What follows belongs to an exercise in optimizing a design on an open flow for small area and a short achievable clock period; a production flow would make more cautious choices.
RTL that was checked went through simulation tests only; none was proved equivalent to the original.
No driver is modelled on the clock port, so clock power and skew are understated where the tree is cut down; a real chip needs a root buffer or a tree.
Power figures rest on the tool's default switching activity, not on a simulated workload.

== TR ==
// fifo_regs_no_flags
module fifo_regs_no_flags #(
    parameter g_WIDTH = 8,   
    parameter g_DEPTH = 32   
)(
    input wire i_rst_sync,                 
    input wire i_clk,                      
    input wire i_wr_en,                    
    input wire [g_WIDTH-1:0] i_wr_data,    
    output wire o_full,                    
    input wire i_rd_en,                    
    output wire [g_WIDTH-1:0] o_rd_data,   
    output wire o_empty                    
);
==> flow/config.mk <==
export PLATFORM = sky130hd
export DESIGN_NAME = fifo_regs_no_flags
export DESIGN_NICKNAME = fifo_regs_no_flags
export VERILOG_FILES = /design/flow/design.v
export SDC_FILE = /design/flow/constraint.sdc
export NUM_CORES = 4
export LEC_CHECK = 0
export ABC_CLOCK_PERIOD_IN_PS = 1800
export CAP_MARGIN = 20
export CORE_MARGIN = 2
export CORE_UTILIZATION = 40
export SETUP_SLACK_MARGIN = 1.8
export SLEW_MARGIN = 20
==> flow/constraint.sdc <==
create_clock -name core_clock -period 3.6 [get_ports {i_clk}]
set_input_delay 0.7200 -clock core_clock [delete_from_list [all_inputs] [get_ports {i_clk}]]
set_output_delay 0.7200 -clock core_clock [all_outputs]
set_load 0.01 [all_outputs]
run.sh (not shown) runs the stock make flow with config.mk's settings and CLKGATE_MAP_FILE= SYNTH_SCRIPT=/design/flow/synth_recipe.tcl, a recipe that flattens the netlist after the stock synthesis.
--- input diff TR..MS ---
- CTS_CLUSTER_SIZE newly set to 24
- CTS_CLUSTER_DIAMETER newly set to 100
- CTS_BUF_LIST newly set to sky130_fd_sc_hd__clkbuf_8 sky130_fd_sc_hd__clkbuf_16
==> results.txt <==
Clock skew was higher in the run labelled MS.
TR -> MS: maximum number of pins on one net before global-route repair delta 0, exact match
In the metrics for MS and TR, the one carrying the lower share of final layout cell area taken by clock buffers and inverters is MS.
MS vs TR, combinational gate power went up by about 1%.
Changes observed in MS relative to TR: non-clock buffer count went down by 4.3%; sequential power was more or less identical.
No functional check of the RTL was part of any run of this note.

---

The RTL this note starts from:
==> flow/design.v <==
module fifo_regs_no_flags #(
    parameter g_WIDTH = 8,   
    parameter g_DEPTH = 32   
)(
    input wire i_rst_sync,                 
    input wire i_clk,                      
    input wire i_wr_en,                    
    input wire [g_WIDTH-1:0] i_wr_data,    
    output wire o_full,                    
    input wire i_rd_en,                    
    output wire [g_WIDTH-1:0] o_rd_data,   
    output wire o_empty                    
);
    localparam NLO = 8;
    localparam NHI = g_DEPTH / NLO;
    reg [g_WIDTH-1:0] r_SR [0:g_DEPTH-2];
    reg [g_WIDTH-1:0] r_HEAD;
    reg [NLO-1:0] r_LO;
    reg [NHI-1:0] r_HI;
    reg r_EMPTY;     
    reg r_FULL;      
    reg r_LE1;       
    wire w_WR = i_wr_en && !r_FULL;
    wire w_RD = i_rd_en && !r_EMPTY;
    wire w_UP = w_WR && !w_RD;
    wire w_DN = w_RD && !w_WR;
    wire w_N1  = r_LO[NLO-1] && r_HI[NHI-1];    
    wire w_N2  = r_LO[0]     && r_HI[0];        
    wire w_NF1 = r_LO[NLO-3] && r_HI[NHI-1];    
    reg [g_WIDTH-1:0] w_NEXT;
    reg [g_WIDTH-1:0] w_GRP;
    integer g, l;
    always @(*) begin
        w_NEXT = {g_WIDTH{1'b0}};
        for (g = 0; g < NHI; g = g + 1) begin
            w_GRP = {g_WIDTH{1'b0}};
            for (l = 0; l < NLO; l = l + 1)
                if (NLO*g + l < g_DEPTH-1)
                    w_GRP = w_GRP | ({g_WIDTH{r_LO[l]}} & r_SR[NLO*g + l]);
            w_NEXT = w_NEXT | ({g_WIDTH{r_HI[g]}} & w_GRP);
        end
    end
    integer i;
    always @(posedge i_clk) begin
        if (w_WR) begin
            r_SR[0] <= i_wr_data;
            for (i = 1; i < g_DEPTH-1; i = i + 1)
                r_SR[i] <= r_SR[i-1];
        end
        if (r_EMPTY || i_rd_en)
            r_HEAD <= r_LE1 ? i_wr_data : w_NEXT;
    end
    wire [NLO-1:0] w_LO_L = {r_LO[NLO-2:0], r_LO[NLO-1]};    
    wire [NLO-1:0] w_LO_R = {r_LO[0], r_LO[NLO-1:1]};        
    wire [NHI-1:0] w_HI_L = r_LO[NLO-1] ? {r_HI[NHI-2:0], r_HI[NHI-1]} : r_HI;
    wire [NHI-1:0] w_HI_R = r_LO[0]     ? {r_HI[0], r_HI[NHI-1:1]}     : r_HI;
    always @(posedge i_clk) begin
        if (i_rst_sync) begin
            r_LO    <= {2'b01, {(NLO-2){1'b0}}};
            r_HI    <= {1'b1, {(NHI-1){1'b0}}};
            r_EMPTY <= 1'b1;
            r_FULL  <= 1'b0;
            r_LE1   <= 1'b1;
        end else begin
            if (w_UP) begin
                r_LO    <= w_LO_L;
                r_HI    <= w_HI_L;
                r_EMPTY <= 1'b0;
                r_FULL  <= w_NF1;
                r_LE1   <= r_EMPTY;
            end else if (w_DN) begin
                r_LO    <= w_LO_R;
                r_HI    <= w_HI_R;
                r_EMPTY <= w_N1;
                r_FULL  <= 1'b0;
                r_LE1   <= w_N1 || w_N2;
            end
        end
    end
    assign o_rd_data = r_HEAD;
    assign o_full    = r_FULL;
    assign o_empty   = r_EMPTY;
endmodule
clock: 3.6 ns
lec_check: 0
abc_clock_period_in_ps: 1800
cap_margin: 20
core_margin: 2
core_utilization: 40
cts_buf_list: sky130_fd_sc_hd__clkbuf_8 sky130_fd_sc_hd__clkbuf_16
cts_cluster_diameter: 100
cts_cluster_size: 24
setup_slack_margin: 1.8
slew_margin: 20
standard.sh (not shown) runs the stock make flow with config.mk's settings and CLKGATE_MAP_FILE= SYNTH_SCRIPT=/design/flow/synth_recipe.tcl, a recipe that flattens the netlist after the stock synthesis.
==> flow/flow/run.sh <==
#!/bin/bash
# The standard layout (standard.sh) with two changes:
#  - buffer_ports puts buf_4 cells on the ports, not the slow clock-delay
#    buffer it picks by default;
#  - after clock tree synthesis, clock_roots.tcl replaces the buffers above
#    the leaf clock buffers by four buffers driven by the clock port.
# Every tool's full output is in orfs/logs/; the whole run is also in run.log.
set -euo pipefail
export BUFFER_PORTS_ARGS="-buffer_cell sky130_fd_sc_hd__buf_4"
export CTS_ARGS="-sink_clustering_enable -repair_clock_nets -sink_clustering_size 24 -sink_clustering_max_diameter 100 -buf_list {sky130_fd_sc_hd__clkbuf_8 sky130_fd_sc_hd__clkbuf_16} -dont_use_dummy_load"
export POST_CTS_TCL="$PWD/flow/clock_roots.tcl"
bash standard.sh finish > run.log 2>&1
==> flow/flow/clock_roots.tcl <==
# Run after clock tree synthesis (POST_CTS_TCL).
# TritonCTS leaves a tree: clock port -> root buffer -> middle buffers ->
# leaf buffers -> registers. This keeps the leaf buffers and their registers
# as they are and replaces the buffers above them with NROOT clkbuf_16
# buffers driven by the clock port, each driving the leaf buffers of one
# sector of the die around the leaves' centre. Every register's clock then
# passes through two buffers.
set nroot 4
set block [ord::get_db_block]
set port_net [[$block findBTerm i_clk] getNet]
proc is_clkbuf {inst} { string match "sky130_fd_sc_hd__clkbuf_*" [[$inst getMaster] getName] }
proc loads_of {net} {
  set r {}
  foreach it [$net getITerms] { if {![$it isOutputSignal]} { lappend r $it } }
  return $r
}
# walk the buffer tree from the port
set upper {}
set leaves {}
set frontier [list $port_net]
while {[llength $frontier]} {
  set next {}
  foreach net $frontier {
    foreach it [loads_of $net] {
      set inst [$it getInst]
      if {![is_clkbuf $inst]} { continue }
      set out [[$inst findITerm X] getNet]
      set bufs_only 1
      foreach l [loads_of $out] { if {![is_clkbuf [$l getInst]]} { set bufs_only 0 } }
      if {$bufs_only} { lappend upper $inst; lappend next $out } else { lappend leaves $inst }
    }
  }
  set frontier $next
}
puts "clock_roots: [llength $upper] upper buffers, [llength $leaves] leaf buffers"
if {[llength $leaves] < $nroot} { return }
# remove the upper buffers and their nets
foreach inst $upper {
  set out [[$inst findITerm X] getNet]
  foreach it [$inst getITerms] { $it disconnect }
  odb::dbInst_destroy $inst
  if {[llength [$out getITerms]] == 0} { odb::dbNet_destroy $out }
}
# sectors around the leaves' centre
set sx 0.0; set sy 0.0
foreach inst $leaves { lassign [$inst getLocation] x y; set sx [expr {$sx + $x}]; set sy [expr {$sy + $y}] }
set n [llength $leaves]
set cx [expr {$sx / $n}]; set cy [expr {$sy / $n}]
set keyed {}
foreach inst $leaves {
  lassign [$inst getLocation] x y
  lappend keyed [list [expr {atan2($y - $cy, $x - $cx)}] $inst]
}
set keyed [lsort -real -index 0 $keyed]
set master [[ord::get_db] findMaster sky130_fd_sc_hd__clkbuf_16]
for {set g 0} {$g < $nroot} {incr g} {
  set lo [expr {($g * $n) / $nroot}]
  set hi [expr {(($g + 1) * $n) / $nroot}]
  set group [lrange $keyed $lo [expr {$hi - 1}]]
  set gx 0.0; set gy 0.0
  foreach e $group { lassign [[lindex $e 1] getLocation] x y; set gx [expr {$gx + $x}]; set gy [expr {$gy + $y}] }
  set k [llength $group]
  set inst [odb::dbInst_create $block $master "clkbuf_root_${g}_i_clk"]
  set net [odb::dbNet_create $block "clknet_root_${g}_i_clk"]
  $net setSigType CLOCK
  $inst setLocation [expr {int($gx / $k)}] [expr {int($gy / $k)}]
  $inst setPlacementStatus PLACED
  [$inst findITerm A] connect $port_net
  [$inst findITerm X] connect $net
  foreach e $group { [[lindex $e 1] findITerm A] disconnect; [[lindex $e 1] findITerm A] connect $net }
}
global_connect
detailed_placement
check_placement -verbose
estimate_parasitics -placement
report_clock_latency
==> next run, changes <==
--- a/flow/flow/run.sh
+++ b/flow/flow/run.sh
@@ -2,3 +2,3 @@
 # The standard layout (standard.sh) with two changes:
-#  - buffer_ports puts buf_4 cells on the ports, not the slow clock-delay
+#  - buffer_ports puts buf_2 cells on the ports, not the slow clock-delay
 #    buffer it picks by default;
@@ -8,3 +8,3 @@
 set -euo pipefail
-export BUFFER_PORTS_ARGS="-buffer_cell sky130_fd_sc_hd__buf_4"
+export BUFFER_PORTS_ARGS="-buffer_cell sky130_fd_sc_hd__buf_2"
 export CTS_ARGS="-sink_clustering_enable -repair_clock_nets -sink_clustering_size 24 -sink_clustering_max_diameter 100 -buf_list {sky130_fd_sc_hd__clkbuf_8 sky130_fd_sc_hd__clkbuf_16} -dont_use_dummy_load"
--- a/flow/flow/clock_roots.tcl
+++ b/flow/flow/clock_roots.tcl
@@ -3,3 +3,3 @@
 # leaf buffers -> registers. This keeps the leaf buffers and their registers
-# as they are and replaces the buffers above them with NROOT clkbuf_16
+# as they are and replaces the buffers above them with NROOT clkbuf_8
 # buffers driven by the clock port, each driving the leaf buffers of one
@@ -8,2 +8,3 @@
 set nroot 4
+set bufcell sky130_fd_sc_hd__clkbuf_8
 set block [ord::get_db_block]
@@ -54,3 +55,3 @@
 set keyed [lsort -real -index 0 $keyed]
-set master [[ord::get_db] findMaster sky130_fd_sc_hd__clkbuf_16]
+set master [[ord::get_db] findMaster $bufcell]
 for {set g 0} {$g < $nroot} {incr g} {
After rerunning: The changed run passed the timing, DRC and antenna checks. Worst setup slack is worse by 0.053 ns. Final cell count shrinks by 0.66%. Design area shrinks by 0.74%. Wire length falls by 1.2%. Via count hardly moves.
==> next run, changes <==
--- a/flow/flow/run.sh
+++ b/flow/flow/run.sh
@@ -2,3 +2,3 @@
 # The standard layout (standard.sh) with two changes:
-#  - buffer_ports puts buf_2 cells on the ports, not the slow clock-delay
+#  - buffer_ports puts buf_4 cells on the ports, not the slow clock-delay
 #    buffer it picks by default;
@@ -8,3 +8,3 @@
 set -euo pipefail
-export BUFFER_PORTS_ARGS="-buffer_cell sky130_fd_sc_hd__buf_2"
+export BUFFER_PORTS_ARGS="-buffer_cell sky130_fd_sc_hd__buf_4"
 export CTS_ARGS="-sink_clustering_enable -repair_clock_nets -sink_clustering_size 24 -sink_clustering_max_diameter 100 -buf_list {sky130_fd_sc_hd__clkbuf_8 sky130_fd_sc_hd__clkbuf_16} -dont_use_dummy_load"
--- a/flow/flow/clock_roots.tcl
+++ b/flow/flow/clock_roots.tcl
@@ -3,3 +3,3 @@
 # leaf buffers -> registers. This keeps the leaf buffers and their registers
-# as they are and replaces the buffers above them with NROOT clkbuf_8
+# as they are and replaces the buffers above them with NROOT clkbuf_16
 # buffers driven by the clock port, each driving the leaf buffers of one
@@ -8,3 +8,2 @@
 set nroot 4
-set bufcell sky130_fd_sc_hd__clkbuf_8
 set block [ord::get_db_block]
@@ -55,3 +54,3 @@
 set keyed [lsort -real -index 0 $keyed]
-set master [[ord::get_db] findMaster $bufcell]
+set master [[ord::get_db] findMaster sky130_fd_sc_hd__clkbuf_16]
 for {set g 0} {$g < $nroot} {incr g} {
Settings changed: SETUP_SLACK_MARGIN 1.8 to 2.0.
=>
- wire length is higher by 11%
- via count is higher by about 5.6%
- area after synthesis is unchanged
- critical path depth came out higher by 1
- design area is higher by about 7%
- hold slack got worse by 0.0077 ns
- fmax climbs by about 3%
- final cell count went up by 3.9%
- worst setup slack improved by 0.053 ns
- sequential cell count is unchanged

-- what the ideal ports hide --
In the flow no input, the clock included, has a driving cell. The finished layouts below were timed again as built, in two steps.
Step 1 (the two cells are an assumption about what drives the block):
set clk [get_ports {i_clk}]
set_driving_cell -lib_cell sky130_fd_sc_hd__clkbuf_16 $clk
set_driving_cell -lib_cell sky130_fd_sc_hd__buf_2 [delete_from_list [all_inputs] $clk]
Step 2 times the ports against the registers' clock, not the clock port: input delays grow and output delays shrink by t, the midpoint of the rising clock arrivals with the driver on.
a / b / c = ideal ports / drivers / drivers and shift; a / b = the first two.
run | t, ns | setup WS [ns] | hold WS [ns] | pins driven straight from the clock port
TR | 0.568 | 1.752 / 1.744 / 1.248 | 0.447 / 0.447 / 0.447 | 1
MS | 0.530 | 1.724 / 1.724 / 1.222 | 0.443 / 0.443 / 0.443 | 1
the first run of note 2 | 0.375 | 1.862 / 1.862 / 1.589 | 0.408 / 0.408 / 0.408 | 4
the second run of note 2 | 0.380 | 1.809 / 1.808 / 1.553 | 0.419 / 0.418 / 0.418 | 4
the third run of note 2 | 0.377 | 1.862 / 1.862 / 1.589 | 0.411 / 0.411 / 0.411 | 4
After both steps setup and hold are still met in every run listed. The setup slack of TR, which loses most, moves by -0.008 ns with the drivers and by -0.504 ns with both steps.
